This is an optimization exercise on Yosys and OpenROAD, whose aim is small area, not a production implementation. Function was checked by simulation only, so behaviour that the tests miss may differ from the original. The clock port is modelled as an ideal driver, which makes a skipped or thinned clock tree look cheaper than it is; a real chip needs a root buffer or a tree. Power figures rest on the tool's default switching activity, not on a simulated workload.

Setup of before:
Design top_tx, start of the top module:
module top_tx #(parameter NB_COUNT = 3)(
			input i_reset,
			input [3:0] i_enable,
			input clock,
			output [3:0] o_leds,
			output [12:0] fir_out
			);
Settings: LEC_CHECK=0, ABC_AREA=1, CAP_MARGIN=20, CORE_MARGIN=2, CORE_UTILIZATION=40, SLEW_MARGIN=20; clock period 10.0 ns.
standard.sh (not shown) runs the stock make flow with config.mk's settings and CLKGATE_MAP_FILE= SYNTH_SCRIPT=/design/flow/synth_recipe.tcl, a recipe that flattens the netlist after the stock synthesis.
==> flow/flow/run.sh <==
#!/bin/bash
# Own layout flow: the standard layout (standard.sh), with these changes:
#  - Yosys's ABC step maps the combinational logic with an area-oriented script
#    (flow/abc_area_map.script: amap instead of delay-oriented map plus buffering/upsizing),
#  - no full/half-adder cell extraction before ABC (ADDER_MAP_FILE empty),
#  - port buffers are the smallest buffer cell (buf_1),
#  - clock tree: no dummy load cells, and after CTS (flow/post_cts.tcl) one clock buffer
#    from the clock port drives all registers.
# Registers, their names and cell types are those of the standard synthesis.
set -euo pipefail
W=$(pwd)
{
  echo "proc abc {args} { set i [lsearch \$args -script]; if {\$i >= 0} { lset args [expr {\$i+1}] $W/flow/abc_area_map.script }; yosys abc {*}\$args }"
  cat synth_recipe.tcl
} > flow_synth.tcl
sed -e "s#SYNTH_SCRIPT=[^ ]*#SYNTH_SCRIPT=$W/flow_synth.tcl ADDER_MAP_FILE=#" standard.sh > flow_standard.sh
grep -q "flow_synth.tcl ADDER_MAP_FILE=" flow_standard.sh
export BUFFER_PORTS_ARGS="-buffer_cell sky130_fd_sc_hd__buf_1"
export CTS_ARGS="$(cat flow/cts_args.txt)"
export POST_CTS_TCL=$W/flow/post_cts.tcl
export CLOCK_ROOT_CELL=sky130_fd_sc_hd__clkbuf_16
bash flow_standard.sh > flow_standard.log 2>&1
==> flow/flow/post_cts.tcl <==
# After clock tree synthesis: the design is small, so the clock root buffer drives every
# register directly. The tree's other buffers are removed and their loads moved to the
# root buffer's net; the root buffer is the cell named in CLOCK_ROOT_CELL (set in run.sh), placed at the centre of the registers. Clock port -> one buffer -> registers.
set block [ord::get_db_block]
set clk_port_net [$block findNet clock]
set root ""
foreach it [$clk_port_net getITerms] {
  set inst [$it getInst]
  if {[string match "*clkbuf*" [[$inst getMaster] getName]]} { set root $inst }
}
if {$root eq ""} { error "post_cts: no clock root buffer found" }
set rootnet [[$root findITerm X] getNet]
set removed 1
while {$removed} {
  set removed 0
  foreach it [$rootnet getITerms] {
    set inst [$it getInst]
    if {$inst == $root} { continue }
    if {![string match "*clkbuf*" [[$inst getMaster] getName]]} { continue }
    set outnet [[$inst findITerm X] getNet]
    foreach sit [$outnet getITerms] {
      if {[$sit getInst] != $inst} { $sit disconnect; $sit connect $rootnet }
    }
    puts "post_cts: removing [$inst getName]"
    odb::dbInst_destroy $inst
    odb::dbNet_destroy $outnet
    set removed 1
    break
  }
}
replace_cell [$root getName] $::env(CLOCK_ROOT_CELL)
# place the root buffer at the centre of its loads (detailed_placement legalizes it)
set sx 0; set sy 0; set n 0
foreach it [$rootnet getITerms] {
  set inst [$it getInst]
  if {$inst == $root} { continue }
  set loc [$inst getLocation]
  incr sx [lindex $loc 0]; incr sy [lindex $loc 1]; incr n
}
if {$n > 0} {
  $root setPlacementStatus PLACED
  $root setLocation [expr {$sx / $n}] [expr {$sy / $n}]
}
puts "post_cts: root [$root getName] drives [llength [$rootnet getITerms]] pins"
estimate_parasitics -placement
detailed_placement
check_placement -verbose
report_clock_min_period
Other scripts of this flow, unchanged in this note and not shown: flow/flow/abc_area_map.script, flow/flow/cts_args.txt
Edits applied to the flow inputs when going from before to after:
--- a/flow/flow/run.sh
+++ b/flow/flow/run.sh
@@ -20,3 +20,3 @@
 export POST_CTS_TCL=$W/flow/post_cts.tcl
-export CLOCK_ROOT_CELL=sky130_fd_sc_hd__clkbuf_16
+export CLOCK_ROOT_CELL=sky130_fd_sc_hd__buf_8
 bash flow_standard.sh > flow_standard.log 2>&1
Results
after: done, clean on timing, DRC and antenna. before → after: worst setup margin increased 4.6 ps, via count went down by 6, clock latency at the later pin of the worst-skew pair now sits at about the same level, routed wire length moved down. Any difference in biggest cell delay along the critical path between before and after is small enough to ignore. Final area improves in after relative to before. Between before and after, the flow reports overall power of the completed layout decreasing by a few percent.

==> re-timing with driven ports <==
No port has a modelled driver above. Below, the same layouts with a new extraction and two added sets of constraints.
Step 1, drivers: a clkbuf_16 drives clock and a buf_2 each remaining input, both assumed.
Step 2 times the ports against the registers' clock, not the clock port: input delays grow and output delays shrink by t, the midpoint of the rising clock arrivals with the driver on.
Three values: no drivers, after step 1, after step 2; two values: the first two.
run | t, ns | setup WS [ns] | latest minus earliest clock arrival (ns) | slew at the worst register clock pin (ns) | cell pins on the clock port's net
before | 0.177 | 2.401 / 2.372 / 2.550 | 0.001 / 0.001 | 0.09 / 0.09 | 1
after | 0.167 | 2.406 / 2.379 / 2.546 | 0.001 / 0.001 | 0.12 / 0.12 | 1
After both steps every run listed still meets setup and hold.
